Background: an optimization exercise with open tools, aiming at small area and a short achievable clock period. Do not read the settings as production practice. RTL that was checked went through simulation tests only; none was proved equivalent to the original. Function not checked in run 4: the RTL went through the layout flow alone. The clock port is modelled as an ideal driver; clocking choices that lean on that would not hold on a real chip. Power figures rest on the tool's default switching activity, not on a simulated workload.

[flow/flow/extra_cts.tcl]
# Runs after clock tree synthesis (ORFS POST_CTS_TCL hook).
# 1. Extra timing-repair passes: repair_timing often stops on one endpoint;
#    running it again from the repaired state lets it work on the rest.
# 2. Greedy resizing of the cells on the worst path (flow/upsize.tcl).
# 3. Area recovery: each combinational cell goes to its smallest drive
#    strength that keeps the worst setup slack (flow/downsize.tcl).
source [file join [file dirname [info script]] downsize.tcl]
source [file join [file dirname [info script]] upsize.tcl]
for {set i 0} {$i < 3} {incr i} {
  estimate_parasitics -placement
  repair_timing_helper
  detailed_placement
}
my_upsize placement 150
my_downsize placement
detailed_placement
check_placement -verbose
estimate_parasitics -placement
report_worst_slack -max
[flow/flow/downsize.tcl]
# Area recovery: swap each combinational cell for its smallest drive-strength
# variant that keeps the worst setup slack. par is the parasitics source:
# placement or global_routing.
proc my_variants {lc} {
  set name [get_name $lc]
  if {![regexp {^(.*)_([0-9]+)$} $name -> base drive]} { return {} }
  set out {}
  foreach c [get_lib_cells */${base}_*] {
    if {[regexp "^${base}_\[0-9\]+\$" [get_name $c]] && [sta::equiv_cells $lc $c]} {
      lappend out [list [get_property $c area] $c]
    }
  }
  return [lsort -real -index 0 $out]
}

proc my_downsize {{par placement} {tol 0.0}} {
  estimate_parasitics -$par
  set ws0 [worst_slack -max]
  set saved 0.0
  set insts {}
  foreach inst [get_cells *] {
    set lc [get_lib_cells -of_objects $inst]
    if {$lc eq "" || $lc eq "NULL"} continue
    if {[regexp {__(df|edf|sdf|dl|sdl)} [get_name $lc]]} continue
    set n [get_name $lc]
    if {[string match *clkbuf* $n] || [string match *tap* $n] || [string match *fill* $n] || [string match *decap* $n] || [string match *conb* $n]} continue
    lappend insts [list [get_property $lc area] $inst]
  }
  foreach item [lsort -real -decreasing -index 0 $insts] {
    set inst [lindex $item 1]
    set lc [get_lib_cells -of_objects $inst]
    set a0 [get_property $lc area]
    foreach v [my_variants $lc] {
      lassign $v a c
      if {$a >= $a0} break
      replace_cell $inst $c
      estimate_parasitics -$par
      if {[worst_slack -max] >= $ws0 - $tol} {
        set saved [expr {$saved + $a0 - $a}]
        set lc $c
        break
      }
      replace_cell $inst $lc
    }
  }
  estimate_parasitics -$par
  puts "my_downsize: saved $saved um2, worst slack $ws0 -> [worst_slack -max]"
}
[flow/design.v]
`timescale 1ns/1ps
module ao8 (
    input  logic [7:0] s,
    input  logic [7:0] d,
    output logic       y
);
    assign y = |(s & d);
endmodule
module nor2m (input logic a, b, output logic y);
    assign y = ~(a | b);
endmodule
module nor3m (input logic a, b, c, output logic y);
    assign y = ~(a | b | c);
endmodule
module nand4m (input logic a, b, c, d, output logic y);
    assign y = ~(a & b & c & d);
endmodule
module pre3k (
    input  logic [2:0] a,
    input  logic       idle,
    input  logic       k,
    input  logic [7:0] t,
    input  logic       tk,
    output logic [7:0] y_n
);
    always_comb begin
        for (int i = 0; i < 8; i++)
            y_n[i] = ~((idle && k && a == i[2:0]) || (t[i] && tk));
    end
endmodule
module pre3u (
    input  logic [2:0] a,
    input  logic       idle,
    input  logic [7:0] t,
    output logic [7:0] y_n
);
    always_comb begin
        for (int i = 0; i < 8; i++)
            y_n[i] = ~((idle && a == i[2:0]) || t[i]);
    end
endmodule
module wdat (
    input  logic [7:0] datain,
    input  logic       idle,
    input  logic       pat,
    output logic [7:0] wd
);
    assign wd = idle ? datain : {pat, 1'b0, pat, 1'b0, pat, 1'b0, pat, 1'b0};
endmodule
module bist #(
    parameter size   = 6,
    parameter length = 8
)(
    input  logic                 clk,
    input  logic                 rst,
    input  logic                 start,
    input  logic                 csin,
    input  logic                 rwbarin,
    input  logic                 opr,
    input  logic [size-1:0]      address,
    input  logic [length-1:0]    datain,
    output logic [length-1:0]    dataout,
    output logic                 fail
);
    logic       NbarT;
    logic       cout;
    logic [7:0] qlo;        
    logic [7:0] qhi;        
    logic       q6;         
    logic       pat;        
    wire next_T = NbarT ? ~cout : start;
    always_ff @(posedge clk or posedge rst) begin
        if (rst)
            NbarT <= 1'b0;
        else
            NbarT <= next_T;
    end
    always_ff @(posedge clk or posedge rst) begin
        if (rst) begin
            qlo <= 8'd0;
            qhi <= 8'd0;
        end else if (!next_T) begin
            qlo <= 8'd0;
            qhi <= 8'd0;
        end else if (!NbarT) begin
            qlo <= 8'd1;
            qhi <= 8'd1;
        end else begin
            qlo <= {qlo[6:0], qlo[7]};
            if (qlo[7])
                qhi <= {qhi[6:0], qhi[7]};
        end
    end
    always_ff @(posedge clk) begin
        if (!NbarT) begin
            q6   <= 1'b0;
            cout <= 1'b0;
        end else begin
            if (qlo[7] && qhi[7])
                q6 <= ~q6;
            cout <= qlo[7] && qhi[7] && q6;
        end
    end
    wire q_zero = qlo[0] && qhi[0] && !q6;
    always_ff @(posedge clk or posedge rst) begin
        if (rst)
            pat <= 1'b0;
        else if (NbarT && q_zero)
            pat <= 1'b1;
    end
    wire [7:0] P = {pat, 1'b0, pat, 1'b0, pat, 1'b0, pat, 1'b0};
    wire next_q6 = NbarT && (q6 ^ (qlo[7] && qhi[7]));
    logic idle, tr, tw;
    always_ff @(posedge clk or posedge rst) begin
        if (rst) begin
            idle <= 1'b1;
            tr   <= 1'b0;
            tw   <= 1'b0;
        end else begin
            idle <= ~next_T;
            tr   <= next_T && next_q6;
            tw   <= next_T && !next_q6;
        end
    end
    wire       we   = tw || (idle && !rwbarin);
    wire [7:0] wd   = idle ? datain : P;
    logic [7:0] rlo_n, rhi_n, wlo_n, whi_n;
    pre3k u_rlo (.a(address[2:0]), .idle(idle), .k(rwbarin),  .t(qlo), .tk(tr), .y_n(rlo_n));
    pre3u u_rhi (.a(address[5:3]), .idle(idle), .t(qhi), .y_n(rhi_n));
    pre3k u_wlo (.a(address[2:0]), .idle(idle), .k(~rwbarin), .t(qlo), .tk(tw), .y_n(wlo_n));
    pre3u u_whi (.a(address[5:3]), .idle(idle), .t(qhi), .y_n(whi_n));
    logic [63:0] rsel, wen;
    for (genvar r = 0; r < 64; r++) begin : g_sel
        nor2m u_rs (.a(rhi_n[r / 8]), .b(rlo_n[r % 8]), .y(rsel[r]));
        nor2m u_ws (.a(whi_n[r / 8]), .b(wlo_n[r % 8]), .y(wen[r]));
    end
    logic [7:0] mem [64];
    logic [7:0] wdg [4];
    for (genvar g = 0; g < 4; g++) begin : g_wd
        wdat u_wd (.datain(datain), .idle(idle), .pat(pat), .wd(wdg[g]));
    end
    for (genvar r = 0; r < 64; r++) begin : g_word
        always_ff @(posedge clk) begin
            if (wen[r])
                mem[r] <= wdg[r / 16];
        end
    end
    wire [7:0] bw = wd & {8{we}};
    logic [7:0] rd;
    for (genvar b = 0; b < 8; b++) begin : g_bit
        logic [63:0] col;
        logic [7:0]  p;
        logic [3:0]  n;
        for (genvar r = 0; r < 64; r++) begin : g_col
            assign col[r] = mem[r][b];
        end
        for (genvar m = 0; m < 8; m++) begin : g_p
            ao8 u_ao (.s(rsel[m*8 +: 8]), .d(col[m*8 +: 8]), .y(p[m]));
        end
        nor2m  u_n0 (.a(p[0]), .b(p[1]), .y(n[0]));
        nor2m  u_n1 (.a(p[2]), .b(p[3]), .y(n[1]));
        nor2m  u_n2 (.a(p[4]), .b(p[5]), .y(n[2]));
        nor3m  u_n3 (.a(p[6]), .b(p[7]), .c(bw[b]), .y(n[3]));
        nand4m u_rd (.a(n[0]), .b(n[1]), .c(n[2]), .d(n[3]), .y(rd[b]));
    end
    logic [7:0] dout;
    always_ff @(posedge clk) begin
        dout <= rd;
    end
    assign dataout = dout;
    always_ff @(posedge clk or posedge rst) begin
        if (rst)
            fail <= 1'b0;
        else if (NbarT && q_zero)
            fail <= 1'b0;
        else if (NbarT && opr && q6 && (dataout != P))
            fail <= 1'b1;
    end
endmodule
[flow/flow/upsize.tcl]
# Greedy sizing on the worst path: each step tries every larger drive
# strength of each cell driving a net on the worst path, and every smaller
# one of the other cells those nets drive, and keeps the change that most
# improves that path's endpoint slack without lowering the worst slack.
# Stops when no resize helps. par: placement or global_routing.
proc my_slack {name} {
  set obj [get_pins -quiet $name]
  if {$obj eq ""} { set obj [get_ports -quiet $name] }
  return [get_property $obj slack_max]
}

proc my_upsize {{par placement} {iters 200}} {
  estimate_parasitics -$par
  set ws_start [worst_slack -max]
  set n 0
  for {set it 0} {$it < $iters} {incr it} {
    set ws [worst_slack -max]
    set p [lindex [find_timing_paths -path_delay max -sort_by_slack -group_path_count 1 -endpoint_path_count 1] 0]
    if {$p eq ""} break
    set ep [get_property $p endpoint]
    set es0 [get_property $p slack]
    set epname [get_full_name $ep]
    set insts {}
    set loads {}
    foreach pt [get_property $p points] {
      set pin [get_property $pt pin]
      if {[get_property $pin direction] ne "output"} continue
      set inst [get_cells -quiet -of_objects $pin]
      if {$inst ne ""} { lappend insts $inst }
      set net [get_nets -quiet -of_objects $pin]
      if {$net ne ""} {
        foreach lp [get_pins -quiet -of_objects $net -filter "direction==input"] {
          lappend loads [get_cells -of_objects $lp]
        }
      }
    }
    set onpath {}
    foreach i $insts { lappend onpath [get_full_name $i] }
    set side {}
    foreach l $loads {
      if {[lsearch -exact $onpath [get_full_name $l]] < 0} { lappend side $l }
    }
    set best_gain 0.001
    set best {}
    foreach inst $insts {
      set lc [get_lib_cells -quiet -of_objects $inst]
      if {$lc eq "" || $lc eq "NULL"} continue
      set ln [get_name $lc]
      if {[string match *clkbuf* $ln]} continue
      set a0 [get_property $lc area]
      foreach v [my_variants $lc] {
        lassign $v a c
        if {$a <= $a0} continue
        replace_cell $inst $c
        estimate_parasitics -$par
        set es [my_slack $epname]
        set w [worst_slack -max]
        replace_cell $inst $lc
        set gain [expr {$es - $es0}]
        if {$w >= $ws - 1e-4 && $gain > $best_gain} {
          set best_gain $gain
          set best [list $inst $c]
        }
      }
    }
    # Smaller off-path loads on the path's nets.
    foreach inst $side {
      set lc [get_lib_cells -quiet -of_objects $inst]
      if {$lc eq "" || $lc eq "NULL"} continue
      set ln [get_name $lc]
      if {[regexp {__(df|edf|sdf|dl|sdl)} $ln] || [string match *clkbuf* $ln]} continue
      set a0 [get_property $lc area]
      foreach v [my_variants $lc] {
        lassign $v a c
        if {$a >= $a0} break
        replace_cell $inst $c
        estimate_parasitics -$par
        set es [my_slack $epname]
        set w [worst_slack -max]
        replace_cell $inst $lc
        set gain [expr {$es - $es0}]
        if {$w >= $ws - 1e-4 && $gain > $best_gain} {
          set best_gain $gain
          set best [list $inst $c]
        }
      }
    }
    if {$best eq {}} { puts "my_upsize: stuck at $epname ($es0), [llength $insts] on path, [llength $side] side loads"; break }
    replace_cell {*}$best
    estimate_parasitics -$par
    incr n
  }
  puts "my_upsize: $n resizes, worst slack $ws_start -> [worst_slack -max]"
}
[flow/flow/extra_grt.tcl]
# Runs at the end of global routing (ORFS POST_GLOBAL_ROUTE_TCL hook):
# greedy resizing of the worst path and area recovery with global-route
# parasitics, then the routes and guides are brought up to date.
source [file join [file dirname [info script]] downsize.tcl]
source [file join [file dirname [info script]] upsize.tcl]
global_route -start_incremental
my_upsize global_routing 150
my_downsize global_routing
detailed_placement
global_route -end_incremental
check_placement -verbose
estimate_parasitics -global_routing
report_worst_slack -max
write_guides $::env(RESULTS_DIR)/route.guide
[flow/flow/run.sh]
#!/bin/bash
# The standard layout, with extra timing repair, greedy resizing of the
# worst path (cells on it and the other loads of its nets) and area recovery after CTS (flow/extra_cts.tcl) and after
# global routing (flow/extra_grt.tcl), run through ORFS's POST_CTS_TCL and
# POST_GLOBAL_ROUTE_TCL hooks.
bash standard.sh "POST_CTS_TCL=$PWD/flow/extra_cts.tcl" "POST_GLOBAL_ROUTE_TCL=$PWD/flow/extra_grt.tcl" finish > standard.log 2>&1
[flow/standard.sh]
#!/bin/bash
# synth_recipe.tcl (not shown) runs the flow's synth.tcl, then flattens the netlist and writes it again
# the make line also repeats each setting of config.mk as NAME=value (left out here)
make -C /OpenROAD-flow-scripts/flow DESIGN_CONFIG=/design/flow/config.mk WORK_HOME=/design/flow/orfs CLKGATE_MAP_FILE= SYNTH_SCRIPT=/design/flow/synth_recipe.tcl "${@:-finish}"
[flow/constraint.sdc]
create_clock -name core_clock -period 6.0 [get_ports {clk}]
set_input_delay 1.2000 -clock core_clock [delete_from_list [all_inputs] [get_ports {clk}]]
set_output_delay 1.2000 -clock core_clock [all_outputs]
set_load 0.01 [all_outputs]
[flow/config.mk]
export PLATFORM = sky130hd
export DESIGN_NAME = bist
export DESIGN_NICKNAME = bist
export VERILOG_FILES = /design/flow/design.v
export SDC_FILE = /design/flow/constraint.sdc
export NUM_CORES = 4
export LEC_CHECK = 0
export CAP_MARGIN = 20
export CORE_MARGIN = 2
export CORE_UTILIZATION = 60
export CTS_CLUSTER_DIAMETER = 120
export CTS_CLUSTER_SIZE = 24
export SETUP_SLACK_MARGIN = 3.5
export SLEW_MARGIN = 20
export SYNTH_HIERARCHICAL = 1
==> results.cfg, run 1 <==
[outcome]
status = complete, no violations

[placed_design]
place_congestion = 0.884
dp_hpwl_um = 33100
place_area_um2 = 21200
port_buffers = 27
place_ws_ps = 1500

[global_routing]
grt_start_max_net_pins = 26
grt_first_pass_wirelength_um = 74700
grt_overflow_total = 0
grt.busiest_layer = met2
grt_util_all_layers_pct = 29.2
gr-usage-met2_pct = 46.1
antenna_found_initial = 0
grt_pass1_vias = 11300
grt_use_met1_pct = 43.2
met3_usage_pct = 4.27

[timing]
slew_violations = 0
setup_ws_ps = 3460
period_share_pct = 42.3
relSlewSlack_pct = 8.22
finalHoldWorstSlack_ps = 550
hold_viol = 0
worst_pin_slew_ps = 1360
finalSetupViolCount = 0
period_needed_ps = 2540
fin_skew_ps = 33.1
fin_tns_setup_ps = 0
clock.fmax_mhz = 394

[yosys]
ys_top_cells_by_area = edfxtp_1 76%, a22oi_1 9.9%, nor2_1 3.1%
synth_warnings = 12
synth_area_per_cell_um2 = 17.2
syn-instance-count = 1182
yosysMostFrequentCell = edfxtp_1
synth_top_area_cell = edfxtp_1
synthTopCellsByCount = 512 x edfxtp_1, 268 x a22oi_1, 165 x nor2_1, 73 x nand4_1, 21 x dfrtp_1
ys_async_sr_fraction_pct = 4.04
yosysUniqueCellTypes = 36
synth_top_area_share_pct = 75.8
synth_seq_cells = 544
synth_edf_count = 512
syn_nets = 1203
synth_seq_area_share_pct = 79.5
syn_area_um2 = 20300
synth_flop_cell = edfxtp_1

[cells_and_area]
fill_cells = 2271
syn_to_final_growth_pct = 12.7
stdcell_area_um2 = 22900
drive_above_1_share_pct = 20.5
fin_util_pct = 68.4
multi_input_area_um2 = 4710
nets = 1309
ff_latch_area_um2 = 16100
n_antenna_cell = 0

[power]
vdd_ir_drop_max_mv = 0.282
p_sw_uw = 1130
power_density_nw_per_um2 = 266
seq_power_share_pct = 67.2
power_leakage_uw = 0.00540
pwr-share-comb_pct = 0.6
internal_power_uw = 4950
swShare_pct = 18.5
pwr-share-clk_pct = 32.2

[clocking]
insertion_delay_ps = 590
clk_pin_slew_worst_paths_ps = 100
clock_sink_count = 544
cts_tree = done

[route]
route.vias.total = 11600
drt_iter0_markers = 1200
wirelength_um = 51100
vias_per_cell = 6.63
route.antenna.remaining_nets = 0
drt_pass1_iterations = 5
drc = 0
routedWlPerCell_um = 29.1

[min_path]
hold_end = pat
hp-start = q6
worstHoldPathCells = 1
min_path_type = flip-flop to flip-flop

[die]
dieArea_um2 = 35300
initial_core_util_pct = 60.7
io-pin-count = 29
die_w_um = 188
rows = 67
die_height_um = 188
core_area_um2 = 33400

[setup_path]
r2r-end = dout[5]
cp-start-kind = primary input
rr_worst_depth = 9
r2r_slack_ps = 3510
critPathRequiredTime_ps = 6440
crit_path_end_kind = flip-flop
cp.arrival_ps = 2980
cp_max_fo = 10
r2r_start = idle
crit_type = primary input to flip-flop

[flow_run]
maxCapViolCount = 0
flip-flops by register name, indices dropped and copies added, names as in the netlist:
name   count
qlo        8
fail       1
idle       1
tw         1
q6         1
tr         1
pat        1
cout       1
dout       8
NbarT      1
mem      512
qhi        8
cells by family after synthesis:
kind of cell | Yosys count | share of synthesized area, %
AO/OA/AOI/OAI | 301 | 11.0
buffers and inverters | 12 | 0.395
XOR/XNOR | 1 | 0.0432
flip-flops | 544 | 79.5
adder cells (fa/ha/maj) | 1 | 0.0617
AND/OR/NAND/NOR | 299 | 7.46
multiplexers | 24 | 1.58
power by group through the flow:
stage / logic [µW] / registers (µW) / clock network [µW]
3_5_place_dp: 34.6 / 4170 / 0
6_report: 39.0 / 4080 / 1950
2_1_floorplan: 7.13 / 4170 / 0
3_3_place_gp: 34.6 / 4170 / 0
per-module statistics from Yosys, one instance, submodules excluded:
module,cell area [µm²],flip-flops and latches,cells inside,times used
nand4m,6.26,0,1,8
nor2m,3.75,0,1,152
ao8,36.3,0,5,64
pre3u,73.8,0,12,2
bist,16500,544,606,1
nor3m,10.0,0,1,8
wdat,101,0,9,4
pre3k,97.6,0,14,2
metal layers:
metal	up-vias	routed length (µm)
met1	5949	21200
li1	5095	-
met4	0	1410
met3	88	3980
met5	-	0
met2	515	24500
how the worst max path moves through the flow:
stage                     startpoint  endpoint  slack [ps]
after floorplan           address[2]   dout[0]        3430
after global placement    address[1]   dout[2]        1530
after detailed placement  address[1]   dout[4]        1500
final                     address[5]   dout[5]        3460
cells in the final DEF, fill, tap and decap left out, types with 5 or more instances in the layout:
master and n:
nor2_1 52, clkdlybuf4s50_1 11, inv_1 5, mux2i_1 8, clkbuf_1 20, clkbuf_16 27, edfxtp_1 512, and2_1 29
dfrtp_1 20, nor2_2 103, nand4_1 68, a21oi_1 6, mux2_1 14, a22oi_1 235, nor3_4 5, a31oi_2 5
dfxtp_1 6, nor2b_1 9, nand4_2 5, buf_4 12, dlygate4sd2_1 8, nor2_4 10, a22oi_2 33, buf_2 19
buf_1 11, buf_6 19
stage by stage:
step | cells | total power (µW)
after floorplan | 1182 | 4180
after global placement | 1659 | 4200
after detailed placement | 1659 | 4200
final | 1756 | 6070
area by class of cell:
cell class	count	area share, %
Tap cell	448	2.45
Inverter	4	0.0656
Clock buffer	47	3.28
Sequential cell	544	70.6
Multi-Input combinational cell	626	20.6
Clock inverter	1	0.0164
Timing Repair Buffer	86	3.04
critical path, stage by stage:
cell,delay [ps]
buf_6,130
a41oi_1,250
buf_6,200
buf_2,150
nor2_4,70
a22oi_1,270
nand4_1,240
nor3_2,320
nand4_1,140
==> run 2, diff against run 1 <==
--- a/flow/config.mk
+++ b/flow/config.mk
@@ -11,5 +11,5 @@
 export CTS_CLUSTER_DIAMETER = 120
 export CTS_CLUSTER_SIZE = 24
-export SETUP_SLACK_MARGIN = 3.5
+export SETUP_SLACK_MARGIN = 3.4
 export SLEW_MARGIN = 20
 export SYNTH_HIERARCHICAL = 1
==> results.cfg, run 2 <==
[outcome]
status = complete, no violations

[cells_and_area]
fin_util_pct = 67.9
largest_reg_flops = 512
final_cell_mix = 512 x edfxtp_1, 231 x a22oi_1, 82 x nor2_1
nets = 1296
drive_above_1_share_pct = 17.5
stdcell_area_um2 = 22700
layout_commonest_cell = edfxtp_1
top_register = mem
fill_cells = 2297
syn_to_final_growth_pct = 12.0

[die]
die_w_um = 188
dieArea_um2 = 35300
rows = 67
io-pin-count = 29
core_area_um2 = 33400
initial_core_util_pct = 60.7
die_height_um = 188

[timing]
period_needed_ps = 2580
period_share_pct = 43.1
clock.fmax_mhz = 387
fin_tns_setup_ps = 0
relSlewSlack_pct = 39.2
worst_pin_slew_ps = 912
finalSetupViolCount = 0
setup_ws_ps = 3420
finalHoldWorstSlack_ps = 543
hold_viol = 0
fin_skew_ps = 24.4
slew_violations = 0

[route]
drc = 0
routedWlPerCell_um = 29.0
route.antenna.remaining_nets = 0
wirelength_um = 50700
vias_per_cell = 6.67
drt_iter0_markers = 1510
route.vias.total = 11700
drt_pass1_iterations = 6

[flow_run]
maxCapViolCount = 0

[yosys]
synth_seq_cells = 544
syn_area_um2 = 20300
ys_async_sr_fraction_pct = 4.04
synth_area_per_cell_um2 = 17.2
synth-simple-area-share_pct = 7.46
synth_fa_ha_area_share_pct = 0.0617
synth_top_family_by_area = compound AO/OA/AOI/OAI gates
synthTopCellsByCount = 512 x edfxtp_1, 268 x a22oi_1, 165 x nor2_1, 73 x nand4_1, 21 x dfrtp_1
syn-instance-count = 1182
synth_top_area_share_pct = 75.8
synth_warnings = 12
synth_top_area_cell = edfxtp_1
yosysUniqueCellTypes = 36
muxShareOfSynthArea_pct = 1.58
synth_edf_count = 512
synth_seq_area_share_pct = 79.5
synth-xor-area-share_pct = 0.0432
ys_top_cells_by_area = edfxtp_1 76%, a22oi_1 9.9%, nor2_1 3.1%
synth_flop_cell = edfxtp_1
synth_compound_area_share_pct = 11.0
yosysMostFrequentCell = edfxtp_1
syn_nets = 1203

[placed_design]
port_buffers = 27
place_congestion = 0.900
dp_hpwl_um = 33300
place_area_um2 = 21200
place_ws_ps = 1420

[clocking]
clk_pin_slew_worst_paths_ps = 90
cts_tree = done
insertion_delay_ps = 570
clock_sink_count = 544

[setup_path]
cp-start-kind = primary input
crit_path_end_kind = flip-flop
cp.arrival_ps = 3030
rr_worst_depth = 4
critPathRequiredTime_ps = 6450
crit_type = primary input to flip-flop
cp_max_fo = 8

[global_routing]
grt_overflow_total = 0
gr-usage-met2_pct = 44.6
met3_usage_pct = 5.09
antenna_found_initial = 5
grt_start_max_net_pins = 26
grt.busiest_layer = met2
grt_pass1_vias = 11400
grt_util_all_layers_pct = 29.2
grt_use_met1_pct = 43.3
grt_first_pass_wirelength_um = 74800

[power]
power_density_nw_per_um2 = 267
power_leakage_uw = 0.00539
vdd_ir_drop_max_mv = 0.235

[min_path]
worstHoldPathCells = 1
min_path_type = flip-flop to flip-flop
run 2: cell counts after synthesis:
Identical to the previous run, type by type.
run 2: per-stage QoR:
step,std cells,power [µW]
detailed placement,1657,4200
floorplan,1182,4180
finish,1747,6060
global placement,1657,4200
run 2: final timing paths:
kind,from,to,slack [ps]
max in group asynchronous,rst,fail,4170
setup / recovery,rwbarin,dout[6],3420
hold reg to reg,q6,pat,540
min in group asynchronous,rst,qhi[5],1220
setup reg to reg,idle,mem[60][1],3530
hold / removal,q6,pat,540
run 2: modules after synthesis, one instance, submodules excluded:
| module | area (µm²) | flip-flops and latches |
|---|---|---|
| nor2m | 3.75 | 0 |
| ao8 | 36.3 | 0 |
| nor3m | 10.0 | 0 |
| pre3k | 97.6 | 0 |
| nand4m | 6.26 | 0 |
| pre3u | 73.8 | 0 |
| wdat | 101 | 0 |
| bist | 16500 | 544 |
run 2: cell type report:
type / count / area [µm²] / share of cell area (%)
multi-input cells: 626 / 4620 / 20.4
inverters: 4 / 15.0 / 0.0661
flip-flops and latches: 544 / 16100 / 71.0
clock buffers: 47 / 751 / 3.30
clock inverters: 1 / 3.75 / 0.0165
diodes: 4 / 10.0 / 0.0441
repair buffers: 73 / 621 / 2.73
well taps: 448 / 561 / 2.47
run 2: logic make-up (layout without fill, tap and decap cells):
group,after synthesis,in the layout
flip-flops,544,544
AO/OA/AOI/OAI,301,301
AND/OR/NAND/NOR,299,299
multiplexers,24,24
buffers and inverters,12,125
adder cells (fa/ha/maj),1,1
XOR/XNOR,1,1
other,0,4
run 2: worst max-delay path: stages:
cell     delay, ps
buf_6          100
and3b_4        210
a32oi_2        250
buf_6          200
nor2_4          80
a22oi_1        270
nand4_1        260
nor3_4         330
nand4_1        120
run 2: power by group:
group	total (µW)	internal, µW	switching (µW)
combinational	39.1	14.1	25.0
clock	1940	853	1090
sequential	4080	4080	0
run 2: per-layer routing:
layer,share of wire [%],vias up
met1,41,5970
li1,-,5075
met3,9.2,96
met4,3.5,0
met2,46,519
met5,0,-
==> run 3, diff against run 2 <==
--- a/flow/config.mk
+++ b/flow/config.mk
@@ -8,7 +8,8 @@
 export CAP_MARGIN = 20
 export CORE_MARGIN = 2
-export CORE_UTILIZATION = 60
-export CTS_CLUSTER_DIAMETER = 120
-export CTS_CLUSTER_SIZE = 24
+export CORE_UTILIZATION = 70
+export CTS_BUF_LIST = sky130_fd_sc_hd__clkbuf_8
+export CTS_CLUSTER_DIAMETER = 80
+export CTS_CLUSTER_SIZE = 16
 export SETUP_SLACK_MARGIN = 3.4
 export SLEW_MARGIN = 20
==> results.cfg, run 3 <==
[route]
route.vias.total = 11900
drt_iter0_markers = 1816
vias_per_cell = 7.02
wirelength_um = 49400
routedWlPerCell_um = 29.1
drt_pass1_iterations = 6
drc = 0
route.antenna.remaining_nets = 0

[global_routing]
grt_start_max_net_pins = 25
grt_first_pass_wirelength_um = 72200
grt_util_all_layers_pct = 32.9
grt_pass1_vias = 11500
grt_overflow_total = 0
antenna_found_initial = 3

[power]
vdd_ir_drop_max_mv = 0.299
power_leakage_uw = 0.00539
internal_power_uw = 4730
swShare_pct = 19.0
p_sw_uw = 1110
seq_power_share_pct = 69.9
pwr-share-clk_pct = 29.4
pwr-share-comb_pct = 0.7
power_density_nw_per_um2 = 262

[die]
dieArea_um2 = 30400
die_height_um = 174
core_area_um2 = 28600
die_w_um = 174
rows = 62
initial_core_util_pct = 70.9
io-pin-count = 29

[yosys]
yosysMostFrequentCell = edfxtp_1
synth_area_per_cell_um2 = 17.2
synth_top_area_share_pct = 75.8
synth_seq_area_share_pct = 79.5
synth_top_area_cell = edfxtp_1
synth_edf_count = 512
syn-instance-count = 1182
ys_async_sr_fraction_pct = 4.04
syn_area_um2 = 20300
synth_flop_cell = edfxtp_1
ys_top_cells_by_area = edfxtp_1 76%, a22oi_1 9.9%, nor2_1 3.1%
synth_warnings = 12
synth_seq_cells = 544
yosysUniqueCellTypes = 36
synthTopCellsByCount = 512 x edfxtp_1, 268 x a22oi_1, 165 x nor2_1, 73 x nand4_1, 21 x dfrtp_1
syn_nets = 1203

[cells_and_area]
top_register = mem
syn_to_final_growth_pct = 10.0
final_cell_mix = 512 x edfxtp_1, 244 x a22oi_1, 102 x nor2_1
largest_reg_flops = 512
final_cells = 1696
layout_commonest_cell = edfxtp_1
nets = 1309
drive_above_1_share_pct = 16.3

[setup_path]
r2r-end = dout[0]
rr_worst_depth = 9
cp-start-kind = primary input
cp_max_fo = 8
crit_type = primary input to flip-flop
critPathRequiredTime_ps = 6440
r2r_start = idle
cp.arrival_ps = 3050
crit_path_end_kind = flip-flop
r2r_slack_ps = 3450

[placed_design]
place_ws_ps = 1550
dp_hpwl_um = 32000
place_congestion = 0.902
dpl.cell_count = 1593
port_buffers = 27

[timing]
hold_viol = 0
worst_pin_slew_ps = 989
finalSetupViolCount = 0
clock.fmax_mhz = 383
period_share_pct = 43.5
relSlewSlack_pct = 33.2
finalHoldWorstSlack_ps = 546
fin_tns_setup_ps = 0
period_needed_ps = 2610
setup_ws_ps = 3390
fin_skew_ps = 29.0
slew_violations = 0

[min_path]
worstHoldPathCells = 1
hp-start = q6
min_path_type = flip-flop to flip-flop
hold_end = pat

[outcome]
status = complete, no violations

[clocking]
cts_tree = done
clock_sink_count = 544
insertion_delay_ps = 590
clk_pin_slew_worst_paths_ps = 100

[flow_run]
maxCapViolCount = 0
run 3: cell count changes in the layout (fill, tap and decap cells not counted), moves of 9 or more:
cell / previous run / this run
nor2_2: 70 / 61
nor2_4: 13 / 2
clkbuf_8: 0 / 41
nor2_1: 82 / 102
clkbuf_16: 27 / 0
clkbuf_1: 20 / 0
a22oi_2: 37 / 23
inv_1: 5 / 27
a22oi_1: 231 / 244
run 3: final cells by class:
class | instances | area [µm²]
Sequential cell | 544 | 16100
Fill cell | 1587 | 6310
Multi-Input combinational cell | 626 | 4470
Clock buffer | 41 | 564
Timing Repair Buffer | 73 | 564
Tap cell | 384 | 480
Clock inverter | 23 | 86.3
Inverter | 4 | 15.0
Antenna cell | 1 | 2.50
run 3: cell families (layout without fill, tap and decap cells):
| group | Yosys count | in the layout | synth area share (%) |
|---|---|---|---|
| muxes | 24 | 24 | 1.58 |
| and+or+nand+nor | 299 | 299 | 7.46 |
| buffers and inverters | 12 | 141 | 0.395 |
| adders and majority gates | 1 | 1 | 0.0617 |
| AOI/OAI and AO/OA | 301 | 301 | 11.0 |
| DFF | 544 | 544 | 79.5 |
| xor gates and xnor gates | 1 | 1 | 0.0432 |
| other | 0 | 1 | 0 |
run 3: critical path: stages:
cell and delay, ps:
buf_8 100, and3b_4 210, a22oi_2 140, buf_4 160, buf_4 170, nor2_2 110, a22oi_1 310, nand4_1 230
nor2_1 280, nand4_2 130
run 3: Yosys stat by module, one instance, submodules excluded:
module | cells | area, µm²
nand4m | 1 | 6.26
wdat | 9 | 101
nor3m | 1 | 10.0
bist | 606 | 16500
pre3u | 12 | 73.8
ao8 | 5 | 36.3
nor2m | 1 | 3.75
pre3k | 14 | 97.6
run 3: per-layer routing:
| layer | GRT usage, % | routed length, µm | vias to the layer above |
|---|---|---|---|
| li1 | - | - | 5093 |
| met1 | 48.2 | 19000 | 5958 |
| met2 | 51.7 | 23500 | 747 |
| met3 | 6.10 | 5250 | 111 |
| met4 | 10.1 | 1710 | 2 |
| met5 | 0 | 38 | - |
run 3: metrics by stage:
stage	instance area (µm²)	utilization [%]	power [µW]
2_1_floorplan	20400	-	4180
3_3_place_gp	21100	73.7	4200
6_report	22300	78.0	5840
3_5_place_dp	21100	73.7	4200
run 3: worst max-delay path by stage:
| stage | from | to | slack (ps) | depth (start not counted) |
|---|---|---|---|---|
| floorplan | address[2] | dout[0] | 3410 | 7 |
| global placement | address[0] | dout[2] | 1620 | 8 |
| detailed placement | address[0] | dout[2] | 1550 | 8 |
| finish | rwbarin | dout[3] | 3390 | 10 |
run 3: power by group through the flow:
stage	combinational, µW	sequential, µW	clock, µW
floorplan	7.06	4170	0
global placement	33.7	4170	0
detailed placement	34.2	4170	0
finish	38.2	4080	1720
==> run 4, diff against run 3 <==
--- a/flow/design.v
+++ b/flow/design.v
@@ -147,5 +147,5 @@
     end
     wire [7:0] bw = wd & {8{we}};
-    logic [7:0] rd;
+    logic [3:0] nq [8];
     for (genvar b = 0; b < 8; b++) begin : g_bit
         logic [63:0] col;
@@ -162,11 +162,10 @@
         nor2m  u_n2 (.a(p[4]), .b(p[5]), .y(n[2]));
         nor3m  u_n3 (.a(p[6]), .b(p[7]), .c(bw[b]), .y(n[3]));
-        nand4m u_rd (.a(n[0]), .b(n[1]), .c(n[2]), .d(n[3]), .y(rd[b]));
+        always_ff @(posedge clk) begin
+            nq[b] <= n;
+        end
+        nand4m u_rd (.a(nq[b][0]), .b(nq[b][1]), .c(nq[b][2]), .d(nq[b][3]),
+                     .y(dataout[b]));
     end
-    logic [7:0] dout;
-    always_ff @(posedge clk) begin
-        dout <= rd;
-    end
-    assign dataout = dout;
     always_ff @(posedge clk or posedge rst) begin
         if (rst)
--- a/flow/config.mk
+++ b/flow/config.mk
@@ -8,8 +8,7 @@
 export CAP_MARGIN = 20
 export CORE_MARGIN = 2
-export CORE_UTILIZATION = 70
-export CTS_BUF_LIST = sky130_fd_sc_hd__clkbuf_8
-export CTS_CLUSTER_DIAMETER = 80
-export CTS_CLUSTER_SIZE = 16
+export CORE_UTILIZATION = 60
+export CTS_CLUSTER_DIAMETER = 120
+export CTS_CLUSTER_SIZE = 24
 export SETUP_SLACK_MARGIN = 3.4
 export SLEW_MARGIN = 20
==> results.cfg, run 4 <==
[outcome]
status = complete, no violations

[clocking]
cts_tree = done
clock_sink_count = 568
clk_pin_slew_worst_paths_ps = 90
insertion_delay_ps = 570

[route]
routedWlPerCell_um = 29.1
met3_length_um = 4340
vias_per_cell = 6.62
drt_iter0_markers = 1308
drt_pass1_iterations = 5
wl_met1_um = 21800
wl_met2_um = 24100
drc = 0
route.antenna.remaining_nets = 0
top_layer = met5
route.vias.total = 11700
wirelength_um = 51400

[yosys]
synth-xor-area-share_pct = 0.0422
synth_fa_ha_area_share_pct = 0.0602
ys_top_cells_by_area = edfxtp_1 74%, a22oi_1 9.7%, dfxtp_1 3.3%
synth_seq_cells = 568
yosysUniqueCellTypes = 36
synth_flop_cell = edfxtp_1
synth_top_area_share_pct = 74.0
synth_top_family_by_area = compound AO/OA/AOI/OAI gates
muxShareOfSynthArea_pct = 1.54
synth_compound_area_share_pct = 10.7
synth_top_area_cell = edfxtp_1
synth_warnings = 14
yosysMostFrequentCell = edfxtp_1
ys_async_sr_fraction_pct = 3.87
syn_nets = 1227
syn_area_um2 = 20800
synth_edf_count = 512
synth_area_per_cell_um2 = 17.2
syn-instance-count = 1206
synthTopCellsByCount = 512 x edfxtp_1, 268 x a22oi_1, 165 x nor2_1, 73 x nand4_1, 34 x dfxtp_1
synth-simple-area-share_pct = 7.29
synth_seq_area_share_pct = 80.0

[power]
power_density_nw_per_um2 = 271
vdd_ir_drop_max_mv = 0.269
power_leakage_uw = 0.00549

[setup_path]
crit_buf_inv = 1
cp-start-kind = primary input
critPathTopFamily = simple AND/OR/NAND/NOR gates
cp_slowest_cell = and2_0
critPathRequiredTime_ps = 6200
crit_type = primary input to flip-flop
max_stage_delay_ps = 890
crit_path_end_kind = flip-flop
path_cells = clkdlybuf4s50_1, and2_0
cp_max_fo = 16
cp.arrival_ps = 2810

[placed_design]
place_congestion = 0.863
dp_hpwl_um = 33100
port_buffers = 27

[die]
die_height_um = 190
dieArea_um2 = 36100
initial_core_util_pct = 60.6
io-pin-count = 29
die_w_um = 190
rows = 68
core_area_um2 = 34300

[global_routing]
grt_overflow_total = 0
grt_util_all_layers_pct = 28.8
grt_pass1_vias = 11400
antenna_found_initial = 3
grt_first_pass_wirelength_um = 73700
grt_start_max_net_pins = 26

[cells_and_area]
top_register = mem
drive_above_1_share_pct = 18.5
final_cell_mix = 512 x edfxtp_1, 244 x a22oi_1, 107 x nor2_2
largestRegisters = mem (512), nq (32)
nets = 1314
syn_to_final_growth_pct = 11.1
fin_util_pct = 67.3
layout_commonest_cell = edfxtp_1
largest_reg_flops = 512

[timing]
slew_violations = 0
worst_pin_slew_ps = 1130
finalSetupViolCount = 0
period_needed_ps = 2600
finalHoldWorstSlack_ps = 527
relSlewSlack_pct = 24.6
hold_viol = 0
clock.fmax_mhz = 384
fin_tns_setup_ps = 0
period_share_pct = 43.4
fin_skew_ps = 27.3

[flow_run]
maxCapViolCount = 0

[min_path]
min_path_type = flip-flop to flip-flop
==> run 4: changes by cell type after synthesis, sizes merged <==
cell,delta
dfxtp,+24
==> run 4: metrics by stage <==
step | power (µW) | instance area [µm²] | setup slack (ps) | std cells
after floorplan | 4340 | 20800 | 3400 | 1206
final | 6250 | 23100 | 3400 | 1769
after detailed placement | 4360 | 21700 | 1770 | 1692
after global placement | 4360 | 21700 | 1810 | 1692
==> run 4: cell families after synthesis <==
logic type	count (synthesis)
flip-flops	568
AO/OA/AOI/OAI	301
AND/OR/NAND/NOR	299
multiplexers	24
buffers and inverters	12
XOR/XNOR	1
adder cells (fa/ha/maj)	1
==> run 4: area by class of cell <==
type	instances	area, µm²
Antenna cell	1	2.50
Clock buffer	48	754
Clock inverter	1	3.75
Fill cell	2365	11200
Inverter	4	15.0
Multi-Input combinational cell	626	4640
Sequential cell	568	16600
Tap cell	455	569
Timing Repair Buffer	66	483
==> run 4: power breakdown <==
group | total [µW] | internal (µW) | switching, µW | leakage, µW
clock network | 1970 | 857 | 1120 | 0.000363
registers | 4240 | 4240 | 0 | 0.00379
logic | 35.1 | 11.5 | 23.6 | 0.00134
total | 6250 | 5110 | 1140 | 0.00549
==> run 4: final timing paths <==
kind                       cells past startpoint  slack [ps]          to      start
max reg2reg                                    8        3520    nq[4][1]       idle
max in group asynchronous                      2        4380      qhi[4]        rst
min                                            1         530         pat         q6
min reg2reg                                    1         530         pat         q6
max                                            2        3400  mem[55][0]  datain[0]
min in group asynchronous                      2        1090      qlo[4]        rst
==> run 4: per-layer routing <==
layer | up-vias | global-route usage (%)
met4 | 4 | 7.93
li1 | 5129 | -
met3 | 78 | 5.44
met5 | - | 0
met2 | 508 | 44.1
met1 | 5992 | 42.9
==> run 4: Yosys stat by module, one instance, submodules excluded <==
module  times used  cells inside  flip-flops and latches  cell area (µm²)
pre3k            2            14                       0             97.6
pre3u            2            12                       0             73.8
nor3m            8             1                       0             10.0
wdat             4             9                       0              101
nor2m          152             1                       0             3.75
bist             1           630                     568            17000
nand4m           8             1                       0             6.26
ao8             64             5                       0             36.3

[port drivers added, routing unchanged]
Ports are ideal in the flow. The routed layouts listed here were re-timed in OpenROAD.
Step 1 (the two cells are an assumption about what drives the block):
set clk [get_ports {clk}]
set_driving_cell -lib_cell sky130_fd_sc_hd__clkbuf_16 $clk
set_driving_cell -lib_cell sky130_fd_sc_hd__buf_2 [delete_from_list [all_inputs] $clk]
Step 2 adds t to the input delays and takes it off the output delays; t is the mean of the earliest and latest rising clock arrival at the registers after step 1. Input paths then give back, and output paths get back, about the clock's delay inside the block.
Three values: no drivers, after step 1, after step 2; two values: the first two.
run	t (ns)	slack for setup (ns)	worst hold slack (ns)
run 1	0.624	3.464 / 3.443 / 2.819	0.550 / 0.550 / 0.550
run 2	0.617	3.416 / 3.426 / 2.810	0.543 / 0.543 / 0.543
run 3	0.616	3.389 / 3.396 / 2.780	0.546 / 0.546 / 0.546
run 4	0.617	3.396 / 3.393 / 2.777	0.527 / 0.527 / 0.527
After both steps setup and hold are still met in every run listed. For run 1, which loses most, drivers alone change the setup slack by -0.021 ns; drivers and shift together by -0.645 ns.
